Background: an optimization exercise with open tools, aiming at small area and a short achievable clock period. Do not read the settings as production practice. No functional check of the RTL was part of this run. Power is estimated from default activity; no workload was simulated.

## design/flow/flow/run.sh

```bash
#!/bin/bash
# Layout flow: the standard ORFS flow (standard.sh) with two changes:
#  - synthesis maps the logic with the ABC script in flow/abc.script
#    (ORFS's synth.tcl otherwise unchanged; same -nofsm -noshare, flatten and renames)
#  - port buffers are sky130_fd_sc_hd__buf_1 instead of the default choice
set -euo pipefail
W=$PWD
sed "s#log_cmd abc {\*}\$abc_args#log_cmd abc {*}[lreplace \$abc_args 1 1 $W/flow/abc.script]#" \
  "$FLOW_HOME/scripts/synth.tcl" > "$W/synth_custom.tcl"
grep -q "flow/abc.script" "$W/synth_custom.tcl"
sed "s#\$::env(SCRIPTS_DIR)/synth.tcl#$W/synth_custom.tcl#" synth_recipe.tcl > "$W/synth_top.tcl"
grep -q "synth_custom.tcl" "$W/synth_top.tcl"
EXTRA=()
if [[ -f flow/make_args.txt ]]; then mapfile -t EXTRA < <(grep -v '^\s*$' flow/make_args.txt); fi
bash standard.sh SYNTH_SCRIPT="$W/synth_top.tcl" \
  "BUFFER_PORTS_ARGS=-buffer_cell sky130_fd_sc_hd__buf_1" "${EXTRA[@]}" finish > "$W/flow.log" 2>&1
```

## design/flow/constraint.sdc

```tcl
create_clock -name core_clock -period 12.5 [get_ports {clk}]
set_input_delay 2.5000 -clock core_clock [delete_from_list [all_inputs] [get_ports {clk}]]
set_output_delay 2.5000 -clock core_clock [all_outputs]
set_load 0.01 [all_outputs]
```

## design/flow/config.mk

```make
export PLATFORM = sky130hd
export DESIGN_NAME = CPU
export DESIGN_NICKNAME = CPU
export VERILOG_FILES = /design/flow/design.v
export SDC_FILE = /design/flow/constraint.sdc
export NUM_CORES = 4
export LEC_CHECK = 0
export CAP_MARGIN = 20
export CORE_MARGIN = 2
export CORE_UTILIZATION = 40
export SETUP_SLACK_MARGIN = 5
export SLEW_MARGIN = 20
```

## design/flow/design.v

```verilog
module CPU(
	input logic clk,
	input logic [15:0] inM,
	input logic [15:0] instruction,
	input logic reset,
	output logic [15:0] outM,
	output logic writeM,
	output logic [14:0] addressM,
	output logic [14:0] pc
);
	logic [15:0] A, D;
	logic [14:0] PC;
	wire c  = instruction[15];
	wire am = instruction[12];
	wire zx = instruction[11];
	wire nx = instruction[10];
	wire zy = instruction[9];
	wire ny = instruction[8];
	wire f  = instruction[7];
	wire no = instruction[6];
	wire nxo = nx ^ no;
	wire nyo = ny ^ no;
	wire kn1 = ~(f | no);
	wire cinn = ~(f & no);
	logic dn0;
	logic xa0;
	logic x0;
	logic ymn0;
	logic ya0;
	logic y0;
	logic gn0;
	logic gfn0;
	logic pn0;
	logic q0;
	logic dn1;
	logic xa1;
	logic x1;
	logic ymn1;
	logic ya1;
	logic y1;
	logic gn1;
	logic gfn1;
	logic pn1;
	logic q1;
	logic dn2;
	logic xa2;
	logic x2;
	logic ymn2;
	logic ya2;
	logic y2;
	logic gn2;
	logic gfn2;
	logic pn2;
	logic q2;
	logic dn3;
	logic xa3;
	logic x3;
	logic ymn3;
	logic ya3;
	logic y3;
	logic gn3;
	logic gfn3;
	logic pn3;
	logic q3;
	logic dn4;
	logic xa4;
	logic x4;
	logic ymn4;
	logic ya4;
	logic y4;
	logic gn4;
	logic gfn4;
	logic pn4;
	logic q4;
	logic dn5;
	logic xa5;
	logic x5;
	logic ymn5;
	logic ya5;
	logic y5;
	logic gn5;
	logic gfn5;
	logic pn5;
	logic q5;
	logic dn6;
	logic xa6;
	logic x6;
	logic ymn6;
	logic ya6;
	logic y6;
	logic gn6;
	logic gfn6;
	logic pn6;
	logic q6;
	logic dn7;
	logic xa7;
	logic x7;
	logic ymn7;
	logic ya7;
	logic y7;
	logic gn7;
	logic gfn7;
	logic pn7;
	logic q7;
	logic dn8;
	logic xa8;
	logic x8;
	logic ymn8;
	logic ya8;
	logic y8;
	logic gn8;
	logic gfn8;
	logic pn8;
	logic q8;
	logic dn9;
	logic xa9;
	logic x9;
	logic ymn9;
	logic ya9;
	logic y9;
	logic gn9;
	logic gfn9;
	logic pn9;
	logic q9;
	logic dn10;
	logic xa10;
	logic x10;
	logic ymn10;
	logic ya10;
	logic y10;
	logic gn10;
	logic gfn10;
	logic pn10;
	logic q10;
	logic dn11;
	logic xa11;
	logic x11;
	logic ymn11;
	logic ya11;
	logic y11;
	logic gn11;
	logic gfn11;
	logic pn11;
	logic q11;
	logic dn12;
	logic xa12;
	logic x12;
	logic ymn12;
	logic ya12;
	logic y12;
	logic gn12;
	logic gfn12;
	logic pn12;
	logic q12;
	logic dn13;
	logic xa13;
	logic x13;
	logic ymn13;
	logic ya13;
	logic y13;
	logic gn13;
	logic gfn13;
	logic pn13;
	logic q13;
	logic dn14;
	logic xa14;
	logic x14;
	logic ymn14;
	logic ya14;
	logic y14;
	logic gn14;
	logic gfn14;
	logic pn14;
	logic q14;
	logic dn15;
	logic xa15;
	logic x15;
	logic ymn15;
	logic ya15;
	logic y15;
	logic gn15;
	logic gfn15;
	logic pn15;
	logic q15;
	logic G0;
	logic G1;
	logic P1;
	logic G2;
	logic P2;
	logic G3;
	logic P3;
	logic G4;
	logic P4;
	logic G5;
	logic P5;
	logic G6;
	logic P6;
	logic G7;
	logic P7;
	logic iv0;
	logic G8;
	logic G9;
	logic iv1;
	logic iv2;
	logic G10;
	logic P10;
	logic G11;
	logic P11;
	logic iv3;
	logic iv4;
	logic G12;
	logic P12;
	logic G13;
	logic P13;
	logic iv5;
	logic iv6;
	logic G14;
	logic P14;
	logic G15;
	logic P15;
	logic G16;
	logic iv7;
	logic G17;
	logic G18;
	logic G19;
	logic G20;
	logic P20;
	logic iv8;
	logic iv9;
	logic G21;
	logic P21;
	logic G22;
	logic P22;
	logic G23;
	logic P23;
	logic iv10;
	logic G24;
	logic G25;
	logic G26;
	logic G27;
	logic G28;
	logic G29;
	logic G30;
	logic G31;
	hk_inv u_dn0 (D[0], dn0);
	hk_nor2 u_xa0 (dn0, zx, xa0);
	hk_xor2 u_x0 (xa0, nxo, x0);
	hk_mux2i u_ymn0 (A[0], inM[0], am, ymn0);
	hk_nor2 u_ya0 (ymn0, zy, ya0);
	hk_xor2 u_y0 (ya0, nyo, y0);
	hk_nand2 u_gn0 (x0, y0, gn0);
	hk_nand3 u_gfn0 (x0, y0, f, gfn0);
	hk_xnor2 u_pn0 (x0, y0, pn0);
	hk_o22ai u_q0 (pn0, kn1, gn0, f, q0);
	hk_inv u_dn1 (D[1], dn1);
	hk_nor2 u_xa1 (dn1, zx, xa1);
	hk_xor2 u_x1 (xa1, nxo, x1);
	hk_mux2i u_ymn1 (A[1], inM[1], am, ymn1);
	hk_nor2 u_ya1 (ymn1, zy, ya1);
	hk_xor2 u_y1 (ya1, nyo, y1);
	hk_nand2 u_gn1 (x1, y1, gn1);
	hk_nand3 u_gfn1 (x1, y1, f, gfn1);
	hk_xnor2 u_pn1 (x1, y1, pn1);
	hk_o22ai u_q1 (pn1, kn1, gn1, f, q1);
	hk_inv u_dn2 (D[2], dn2);
	hk_nor2 u_xa2 (dn2, zx, xa2);
	hk_xor2 u_x2 (xa2, nxo, x2);
	hk_mux2i u_ymn2 (A[2], inM[2], am, ymn2);
	hk_nor2 u_ya2 (ymn2, zy, ya2);
	hk_xor2 u_y2 (ya2, nyo, y2);
	hk_nand2 u_gn2 (x2, y2, gn2);
	hk_nand3 u_gfn2 (x2, y2, f, gfn2);
	hk_xnor2 u_pn2 (x2, y2, pn2);
	hk_o22ai u_q2 (pn2, kn1, gn2, f, q2);
	hk_inv u_dn3 (D[3], dn3);
	hk_nor2 u_xa3 (dn3, zx, xa3);
	hk_xor2 u_x3 (xa3, nxo, x3);
	hk_mux2i u_ymn3 (A[3], inM[3], am, ymn3);
	hk_nor2 u_ya3 (ymn3, zy, ya3);
	hk_xor2 u_y3 (ya3, nyo, y3);
	hk_nand2 u_gn3 (x3, y3, gn3);
	hk_nand3 u_gfn3 (x3, y3, f, gfn3);
	hk_xnor2 u_pn3 (x3, y3, pn3);
	hk_o22ai u_q3 (pn3, kn1, gn3, f, q3);
	hk_inv u_dn4 (D[4], dn4);
	hk_nor2 u_xa4 (dn4, zx, xa4);
	hk_xor2 u_x4 (xa4, nxo, x4);
	hk_mux2i u_ymn4 (A[4], inM[4], am, ymn4);
	hk_nor2 u_ya4 (ymn4, zy, ya4);
	hk_xor2 u_y4 (ya4, nyo, y4);
	hk_nand2 u_gn4 (x4, y4, gn4);
	hk_nand3 u_gfn4 (x4, y4, f, gfn4);
	hk_xnor2 u_pn4 (x4, y4, pn4);
	hk_o22ai u_q4 (pn4, kn1, gn4, f, q4);
	hk_inv u_dn5 (D[5], dn5);
	hk_nor2 u_xa5 (dn5, zx, xa5);
	hk_xor2 u_x5 (xa5, nxo, x5);
	hk_mux2i u_ymn5 (A[5], inM[5], am, ymn5);
	hk_nor2 u_ya5 (ymn5, zy, ya5);
	hk_xor2 u_y5 (ya5, nyo, y5);
	hk_nand2 u_gn5 (x5, y5, gn5);
	hk_nand3 u_gfn5 (x5, y5, f, gfn5);
	hk_xnor2 u_pn5 (x5, y5, pn5);
	hk_o22ai u_q5 (pn5, kn1, gn5, f, q5);
	hk_inv u_dn6 (D[6], dn6);
	hk_nor2 u_xa6 (dn6, zx, xa6);
	hk_xor2 u_x6 (xa6, nxo, x6);
	hk_mux2i u_ymn6 (A[6], inM[6], am, ymn6);
	hk_nor2 u_ya6 (ymn6, zy, ya6);
	hk_xor2 u_y6 (ya6, nyo, y6);
	hk_nand2 u_gn6 (x6, y6, gn6);
	hk_nand3 u_gfn6 (x6, y6, f, gfn6);
	hk_xnor2 u_pn6 (x6, y6, pn6);
	hk_o22ai u_q6 (pn6, kn1, gn6, f, q6);
	hk_inv u_dn7 (D[7], dn7);
	hk_nor2 u_xa7 (dn7, zx, xa7);
	hk_xor2 u_x7 (xa7, nxo, x7);
	hk_mux2i u_ymn7 (A[7], inM[7], am, ymn7);
	hk_nor2 u_ya7 (ymn7, zy, ya7);
	hk_xor2 u_y7 (ya7, nyo, y7);
	hk_nand2 u_gn7 (x7, y7, gn7);
	hk_nand3 u_gfn7 (x7, y7, f, gfn7);
	hk_xnor2 u_pn7 (x7, y7, pn7);
	hk_o22ai u_q7 (pn7, kn1, gn7, f, q7);
	hk_inv u_dn8 (D[8], dn8);
	hk_nor2 u_xa8 (dn8, zx, xa8);
	hk_xor2 u_x8 (xa8, nxo, x8);
	hk_mux2i u_ymn8 (A[8], inM[8], am, ymn8);
	hk_nor2 u_ya8 (ymn8, zy, ya8);
	hk_xor2 u_y8 (ya8, nyo, y8);
	hk_nand2 u_gn8 (x8, y8, gn8);
	hk_nand3 u_gfn8 (x8, y8, f, gfn8);
	hk_xnor2 u_pn8 (x8, y8, pn8);
	hk_o22ai u_q8 (pn8, kn1, gn8, f, q8);
	hk_inv u_dn9 (D[9], dn9);
	hk_nor2 u_xa9 (dn9, zx, xa9);
	hk_xor2 u_x9 (xa9, nxo, x9);
	hk_mux2i u_ymn9 (A[9], inM[9], am, ymn9);
	hk_nor2 u_ya9 (ymn9, zy, ya9);
	hk_xor2 u_y9 (ya9, nyo, y9);
	hk_nand2 u_gn9 (x9, y9, gn9);
	hk_nand3 u_gfn9 (x9, y9, f, gfn9);
	hk_xnor2 u_pn9 (x9, y9, pn9);
	hk_o22ai u_q9 (pn9, kn1, gn9, f, q9);
	hk_inv u_dn10 (D[10], dn10);
	hk_nor2 u_xa10 (dn10, zx, xa10);
	hk_xor2 u_x10 (xa10, nxo, x10);
	hk_mux2i u_ymn10 (A[10], inM[10], am, ymn10);
	hk_nor2 u_ya10 (ymn10, zy, ya10);
	hk_xor2 u_y10 (ya10, nyo, y10);
	hk_nand2 u_gn10 (x10, y10, gn10);
	hk_nand3 u_gfn10 (x10, y10, f, gfn10);
	hk_xnor2 u_pn10 (x10, y10, pn10);
	hk_o22ai u_q10 (pn10, kn1, gn10, f, q10);
	hk_inv u_dn11 (D[11], dn11);
	hk_nor2 u_xa11 (dn11, zx, xa11);
	hk_xor2 u_x11 (xa11, nxo, x11);
	hk_mux2i u_ymn11 (A[11], inM[11], am, ymn11);
	hk_nor2 u_ya11 (ymn11, zy, ya11);
	hk_xor2 u_y11 (ya11, nyo, y11);
	hk_nand2 u_gn11 (x11, y11, gn11);
	hk_nand3 u_gfn11 (x11, y11, f, gfn11);
	hk_xnor2 u_pn11 (x11, y11, pn11);
	hk_o22ai u_q11 (pn11, kn1, gn11, f, q11);
	hk_inv u_dn12 (D[12], dn12);
	hk_nor2 u_xa12 (dn12, zx, xa12);
	hk_xor2 u_x12 (xa12, nxo, x12);
	hk_mux2i u_ymn12 (A[12], inM[12], am, ymn12);
	hk_nor2 u_ya12 (ymn12, zy, ya12);
	hk_xor2 u_y12 (ya12, nyo, y12);
	hk_nand2 u_gn12 (x12, y12, gn12);
	hk_nand3 u_gfn12 (x12, y12, f, gfn12);
	hk_xnor2 u_pn12 (x12, y12, pn12);
	hk_o22ai u_q12 (pn12, kn1, gn12, f, q12);
	hk_inv u_dn13 (D[13], dn13);
	hk_nor2 u_xa13 (dn13, zx, xa13);
	hk_xor2 u_x13 (xa13, nxo, x13);
	hk_mux2i u_ymn13 (A[13], inM[13], am, ymn13);
	hk_nor2 u_ya13 (ymn13, zy, ya13);
	hk_xor2 u_y13 (ya13, nyo, y13);
	hk_nand2 u_gn13 (x13, y13, gn13);
	hk_nand3 u_gfn13 (x13, y13, f, gfn13);
	hk_xnor2 u_pn13 (x13, y13, pn13);
	hk_o22ai u_q13 (pn13, kn1, gn13, f, q13);
	hk_inv u_dn14 (D[14], dn14);
	hk_nor2 u_xa14 (dn14, zx, xa14);
	hk_xor2 u_x14 (xa14, nxo, x14);
	hk_mux2i u_ymn14 (A[14], inM[14], am, ymn14);
	hk_nor2 u_ya14 (ymn14, zy, ya14);
	hk_xor2 u_y14 (ya14, nyo, y14);
	hk_nand2 u_gn14 (x14, y14, gn14);
	hk_nand3 u_gfn14 (x14, y14, f, gfn14);
	hk_xnor2 u_pn14 (x14, y14, pn14);
	hk_o22ai u_q14 (pn14, kn1, gn14, f, q14);
	hk_inv u_dn15 (D[15], dn15);
	hk_nor2 u_xa15 (dn15, zx, xa15);
	hk_xor2 u_x15 (xa15, nxo, x15);
	hk_mux2i u_ymn15 (A[15], inM[15], am, ymn15);
	hk_nor2 u_ya15 (ymn15, zy, ya15);
	hk_xor2 u_y15 (ya15, nyo, y15);
	hk_nand2 u_gn15 (x15, y15, gn15);
	hk_nand3 u_gfn15 (x15, y15, f, gfn15);
	hk_xnor2 u_pn15 (x15, y15, pn15);
	hk_o22ai u_q15 (pn15, kn1, gn15, f, q15);
	hk_oai21 u_G0 (pn0, cinn, gfn0, G0);
	hk_oai21 u_G1 (pn2, gfn1, gfn2, G1);
	hk_nor2 u_P1 (pn2, pn1, P1);
	hk_oai21 u_G2 (pn4, gfn3, gfn4, G2);
	hk_nor2 u_P2 (pn4, pn3, P2);
	hk_oai21 u_G3 (pn6, gfn5, gfn6, G3);
	hk_nor2 u_P3 (pn6, pn5, P3);
	hk_oai21 u_G4 (pn8, gfn7, gfn8, G4);
	hk_nor2 u_P4 (pn8, pn7, P4);
	hk_oai21 u_G5 (pn10, gfn9, gfn10, G5);
	hk_nor2 u_P5 (pn10, pn9, P5);
	hk_oai21 u_G6 (pn12, gfn11, gfn12, G6);
	hk_nor2 u_P6 (pn12, pn11, P6);
	hk_oai21 u_G7 (pn14, gfn13, gfn14, G7);
	hk_nor2 u_P7 (pn14, pn13, P7);
	hk_inv u_iv0 (G0, iv0);
	hk_oai21 u_G8 (pn1, iv0, gfn1, G8);
	hk_aoi21 u_G9 (P1, G0, G1, G9);
	hk_inv u_iv1 (G2, iv1);
	hk_inv u_iv2 (P2, iv2);
	hk_oai21 u_G10 (pn5, iv1, gfn5, G10);
	hk_nor2 u_P10 (pn5, iv2, P10);
	hk_aoi21 u_G11 (P3, G2, G3, G11);
	hk_nand2 u_P11 (P3, P2, P11);
	hk_inv u_iv3 (G4, iv3);
	hk_inv u_iv4 (P4, iv4);
	hk_oai21 u_G12 (pn9, iv3, gfn9, G12);
	hk_nor2 u_P12 (pn9, iv4, P12);
	hk_aoi21 u_G13 (P5, G4, G5, G13);
	hk_nand2 u_P13 (P5, P4, P13);
	hk_inv u_iv5 (G6, iv5);
	hk_inv u_iv6 (P6, iv6);
	hk_oai21 u_G14 (pn13, iv5, gfn13, G14);
	hk_nor2 u_P14 (pn13, iv6, P14);
	hk_aoi21 u_G15 (P7, G6, G7, G15);
	hk_nand2 u_P15 (P7, P6, P15);
	hk_oai21 u_G16 (pn3, G9, gfn3, G16);
	hk_inv u_iv7 (G9, iv7);
	hk_aoi21 u_G17 (P2, iv7, G2, G17);
	hk_aoi21 u_G18 (P10, iv7, G10, G18);
	hk_oai21 u_G19 (P11, G9, G11, G19);
	hk_oai21 u_G20 (pn11, G13, gfn11, G20);
	hk_nor2 u_P20 (pn11, P13, P20);
	hk_inv u_iv8 (G13, iv8);
	hk_inv u_iv9 (P13, iv9);
	hk_aoi21 u_G21 (P6, iv8, G6, G21);
	hk_nand2 u_P21 (P6, iv9, P21);
	hk_aoi21 u_G22 (P14, iv8, G14, G22);
	hk_nand2 u_P22 (P14, iv9, P22);
	hk_oai21 u_G23 (P15, G13, G15, G23);
	hk_nor2 u_P23 (P15, P13, P23);
	hk_inv u_iv10 (G19, iv10);
	hk_oai21 u_G24 (pn7, iv10, gfn7, G24);
	hk_aoi21 u_G25 (P4, G19, G4, G25);
	hk_aoi21 u_G26 (P12, G19, G12, G26);
	hk_oai21 u_G27 (P13, iv10, G13, G27);
	hk_aoi21 u_G28 (P20, G19, G20, G28);
	hk_oai21 u_G29 (P21, iv10, G21, G29);
	hk_oai21 u_G30 (P22, iv10, G22, G30);
	hk_aoi21 u_G31 (P23, G19, G23, G31);
	hk_xnor2 u_outM_0 (q0, cinn, outM[0]);
	hk_xor2 u_outM_1 (q1, G0, outM[1]);
	hk_xor2 u_outM_2 (q2, G8, outM[2]);
	hk_xnor2 u_outM_3 (q3, G9, outM[3]);
	hk_xor2 u_outM_4 (q4, G16, outM[4]);
	hk_xnor2 u_outM_5 (q5, G17, outM[5]);
	hk_xnor2 u_outM_6 (q6, G18, outM[6]);
	hk_xor2 u_outM_7 (q7, G19, outM[7]);
	hk_xor2 u_outM_8 (q8, G24, outM[8]);
	hk_xnor2 u_outM_9 (q9, G25, outM[9]);
	hk_xnor2 u_outM_10 (q10, G26, outM[10]);
	hk_xor2 u_outM_11 (q11, G27, outM[11]);
	hk_xnor2 u_outM_12 (q12, G28, outM[12]);
	hk_xor2 u_outM_13 (q13, G29, outM[13]);
	hk_xor2 u_outM_14 (q14, G30, outM[14]);
	hk_xnor2 u_outM_15 (q15, G31, outM[15]);
	wire zr = (outM == 16'd0);
	wire ng = outM[15];
	wire jmp = c & ((instruction[2] & ng) | (instruction[1] & zr) | (instruction[0] & ~ng & ~zr));
	always_ff @(posedge clk) begin
		if (~c) A <= {1'b0, instruction[14:0]};
		else if (instruction[5]) A <= outM;
		if (c & instruction[4]) D <= outM;
		if (reset) PC <= 15'd0;
		else if (jmp) PC <= A[14:0];
		else PC <= PC + 15'd1;
	end
	assign writeM = c & instruction[3];
	assign addressM = A[14:0];
	assign pc = PC;
endmodule
module hk_inv(input logic a, output logic y);
	assign y = ~a;
endmodule
module hk_nand2(input logic a, b, output logic y);
	assign y = ~(a & b);
endmodule
module hk_nor2(input logic a, b, output logic y);
	assign y = ~(a | b);
endmodule
module hk_nand3(input logic a, b, c, output logic y);
	assign y = ~(a & b & c);
endmodule
module hk_xor2(input logic a, b, output logic y);
	assign y = a ^ b;
endmodule
module hk_xnor2(input logic a, b, output logic y);
	assign y = ~(a ^ b);
endmodule
module hk_mux2i(input logic a, b, s, output logic y);
	assign y = ~(s ? b : a);
endmodule
module hk_aoi21(input logic a1, a2, b, output logic y);
	assign y = ~((a1 & a2) | b);
endmodule
module hk_oai21(input logic a1, a2, b, output logic y);
	assign y = ~((a1 | a2) & b);
endmodule
module hk_o22ai(input logic a1, a2, b1, b2, output logic y);
	assign y = ~((a1 | a2) & (b1 | b2));
endmodule
```

## design/flow/standard.sh

```bash
#!/bin/bash
# synth_recipe.tcl (not shown) runs the flow's synth.tcl, then flattens the netlist and writes it again
# the make line also repeats each setting of config.mk as NAME=value (left out here)
make -C /OpenROAD-flow-scripts/flow DESIGN_CONFIG=/design/flow/config.mk WORK_HOME=/design/flow/orfs CLKGATE_MAP_FILE= SYNTH_SCRIPT=/design/flow/synth_recipe.tcl "${@:-finish}"
```

## design/flow/flow/abc.script

```
strash; dch; map -a; topo; stime -c
```

## design/flow/flow/make_args.txt

```
SYNTH_KEEP_MODULES=hk_inv hk_nand2 hk_nor2 hk_nand3 hk_xor2 hk_xnor2 hk_mux2i hk_aoi21 hk_oai21 hk_o22ai
CTS_ARGS=-sink_clustering_enable -repair_clock_nets -dont_use_dummy_load
```

==> results.txt <==
==> path summary, 6_finish.rpt <==
kind | to | start | slack (ps)
setup / recovery | outM[15] | instruction[6] | 5130
hold reg to reg | PC[0] | PC[0] | 520
hold / removal | PC[0] | PC[0] | 520
setup reg to reg | PC[13] | A[1] | 7970
==> stage by stage <==
stage / instances / worst slack [ps] / instance area (um2)
2_1_floorplan: 430 / 5100 / 3470
3_3_place_gp: 602 / 3950 / 3810
3_5_place_dp: 602 / 3880 / 3810
4_1_cts: 616 / 5000 / 4030
5_1_grt: 619 / 4950 / 4230
6_report: 619 / 5130 / 4230
==> layout make-up <==
cell class / count / area (um2) / area share
multi-input cells: 328 / 2190 / 0.517
flip-flops and latches: 47 / 1250 / 0.296
repair buffers: 95 / 444 / 0.105
inverters: 39 / 146 / 0.0346
well taps: 105 / 131 / 0.0310
clock buffers: 5 / 68.8 / 0.0163
==> power breakdown <==
group | total (W) | switching (W) | internal, W
clock | 0.0000867 | 0.0000505 | 0.0000363
sequential | 0.000255 | 0.0000310 | 0.000224
combinational | 0.000444 | 0.000277 | 0.000167
==> kinds of logic (layout without fill, tap and decap cells) <==
kind of cell | count (synthesis) | in the layout | share of synthesized area
compound gates | 85 | 85 | 0.131
xor+xnor | 79 | 79 | 0.201
fa+ha+maj | 1 | 1 | 0.00364
buf+inv | 55 | 139 | 0.0776
flops | 47 | 47 | 0.364
mux | 16 | 16 | 0.0466
simple gates | 147 | 147 | 0.176
==> placed cells by master (no fill, tap or decap) <==
cell type,count
o221ai_1,1
nand2_1,63
buf_6,1
nor2_1,51
nor2_2,1
dfxtp_1,16
o22ai_1,16
xnor2_1,23
o21ai_1,4
a21oi_1,25
buf_1,74
clkbuf_8,5
nor4_1,5
nand4_1,4
clkinv_1,39
xor2_1,33
ha_1,1
xor2_2,11
nand3_1,23
edfxtp_1,31
buf_2,2
xnor2_2,5
o21ai_0,34
clkbuf_2,2
mux2i_1,16
buf_8,2
a21oi_2,3
clkbuf_4,1
o21ai_2,2
buf_4,13
xor2_4,7
==> Yosys stat by module, one instance, submodules excluded <==
module / copies in the design / area (um2) / cells
CPU: 1 / 2030 / 195
hk_mux2i: 16 / 10.0 / 1
hk_xnor2: 24 / 8.76 / 1
hk_xor2: 40 / 8.76 / 1
hk_o22ai: 16 / 6.26 / 1
hk_aoi21: 12 / 5.00 / 1
hk_nand3: 15 / 5.00 / 1
hk_oai21: 20 / 5.00 / 1
hk_inv: 27 / 3.75 / 1
hk_nand2: 21 / 3.75 / 1
hk_nor2: 44 / 3.75 / 1
==> flip-flops by register name (all words and copies together), names as in the netlist <==
signal and count:
A 16, D 16, PC 15
==> timing repair <==
action                                  4_1_cts  5_1_grt
hold buffers                                  0        0
pin swaps                                     7        1
resized for setup                            23       30
endpoints found under the setup margin       29       10
setup buffers                                 9        2
==> per-layer routing <==
layer | wire length [um] | vias up | part of all wire
li1 | - | 1601 | -
met1 | 4130 | 1392 | 0.48
met2 | 3940 | 91 | 0.45
met3 | 488 | 8 | 0.056
met4 | 129 | 0 | 0.015
met5 | 0 | - | 0
==> results.txt <==
* Status: complete, no violations
* Detail Route Antenna Nets at 0
* Antenna diodes at 0
* Die Width at 96.7 um
* Initial core utilization at 0.416
* Req. time, crit path at roughly 10000 ps
* Vias at 3092
* Drt pass-1 iters at 4
* PwrDens at 186 nW/um2
* Critical path, cell by cell: clkbuf_4, xor2_4, buf_4, xor2_1, nand3_1, o21ai_1, a21oi_2, o21ai_0, a21oi_2, xnor2_2, buf_1
* Min Tclk post-route at ~7400 ps
* Drt drc at 0
* GPL Wtd Cong at between 0.9 and 1
* Crit-path slowest cell: xor2_1
* Core footprint at a little over 8000 um2
* Synthesis-to-finish area growth at 23.2%
* Final #Nets at 551
* Unrepaired setup endpoints after global routing: yes
* Largest cells by area after synthesis: edfxtp_1 (27%), xor2_1 (13%), dfxtp_1 (9.3%)
* Clock buffer depth at 2
* Global routing's busiest layer: met2
* Critical path class: in -> out
* Hold Crit Class: reg -> reg
* Share of layout cells above drive strength 1 at 0.107
* DRT iter0 DRCs at 154
* Most frequent cell on the critical path: a21oi_2
* Distinct cells, synth at 17
* CTS Root Buffer Type: clkbuf_8
* Largest net degree at the start of global routing at 35
* Post-detail-place hpwl at between 6000 and 7000 um
* Synth Warn # at 1
* Seq/Total Area, Yosys at 0.364
* Fraction of registers with async set/reset at 0
* Worst-Margin Slew at about 740 ps
* Count leader, synth: nand2_1
* CP Capture Type: output pin
* Seq cells post-synth at 47
* Drt total wl at 8690 um
* Top cell type's share of synthesized area at 0.271
* CTS sink cnt at 47
* Number of synthesized flops with an enable pin at 31
* Top Ports at 81
* Vias/cell at 5.00
* Worst Path Max Fanout at 8
* Syn Area/Cell at 7.99 um2
* CTS tree: built
* Met1 Use GR at 0.260
* P_leak at around 1.6 nW
* Fill cells at 817
* Peak supply drop at ~93 uV
* Routing usage on met3 at 0.0318
* Worst EP arrival at roughly 4900 ps
* Pwr Total at between 0.0007 and 0.0008 W
* Clock Skews at between 15 and 20 ps
* TNS Setup at 0 ps
* CTS Buf Count at 5
* Max-cap violations at 0
* Register clock-pin slew on the reported worst setup and hold paths at roughly 90 ps
* CP top delay family: XOR/XNOR gates
* GRT Util Overall at 0.182
* H-tree depth at 2
* Hold Path Cell Cnt at 1
* Die area at 9340 um2
* # rows at 33
* Synth area leader: edfxtp_1
* Final hold violation count at 0
* Port Buffers at 80
* Final hold slack at between 500 and 600 ps
* FF-to-FF path depth at 18
* Fmax at between 100 and 150 MHz
* Final worst-path cycle share at 0.590
* Number of stages on the worst setup path at 11
* Top_reg_cell synth: edfxtp_1
* Post-Syn Nets at around 470
* Final Max Tran Viols at 0
* Die height at roughly 97 um
* Most frequent cells after synthesis: nand2_1 (63), nor2_1 (52), xor2_1 (51)
* First-pass GRT wire length at 13900 um
* CP Launch Type: input port
* Vias in the first global route at between 2000 and 3000
* WL per Instance at 14.0 um
* Endpoints failing setup at 0
* CP peak stage delay at ~340 ps
* GRT met2 Usage at 0.284
* Overflow after GRT at 0
* Initial antenna violation count at 0
* Fin util at 0.512
* Slew HR at 0.503
* Clk latency of the worst-skew pair at ~300 ps
* Synthesized area at around 3400 um2
* Worst Path Buf+Inv at 3
* Post-Synthesis Cells at 430

separate check: timing with driven ports:
The flow's constraints put no driver on any port. The routed layout listed below was extracted and timed again, unchanged, in two steps.
Step 1 assumes that a clkbuf_16 drives the clock port and a buf_2 every other input.
Step 2 adds t to the input delays and takes it off the output delays; t is the mean of the earliest and latest rising clock arrival at the registers after step 1. Input paths then give back, and output paths get back, about the clock's delay inside the block.
Three values: no drivers, after step 1, after step 2; two values: the first two.
shift t [ns]: 0.325
setup WS [ns]: 5.128 / 5.108 / 5.108
worst hold slack (ns): 0.519 / 0.519 / 0.519
latest minus earliest clock arrival (ns): 0.016 / 0.016
worst data-port slew with drivers (ns): 0.03
After both steps this run still meets setup and hold. The setup slack of this run moves by -0.020 ns with the drivers and by -0.020 ns with both steps.
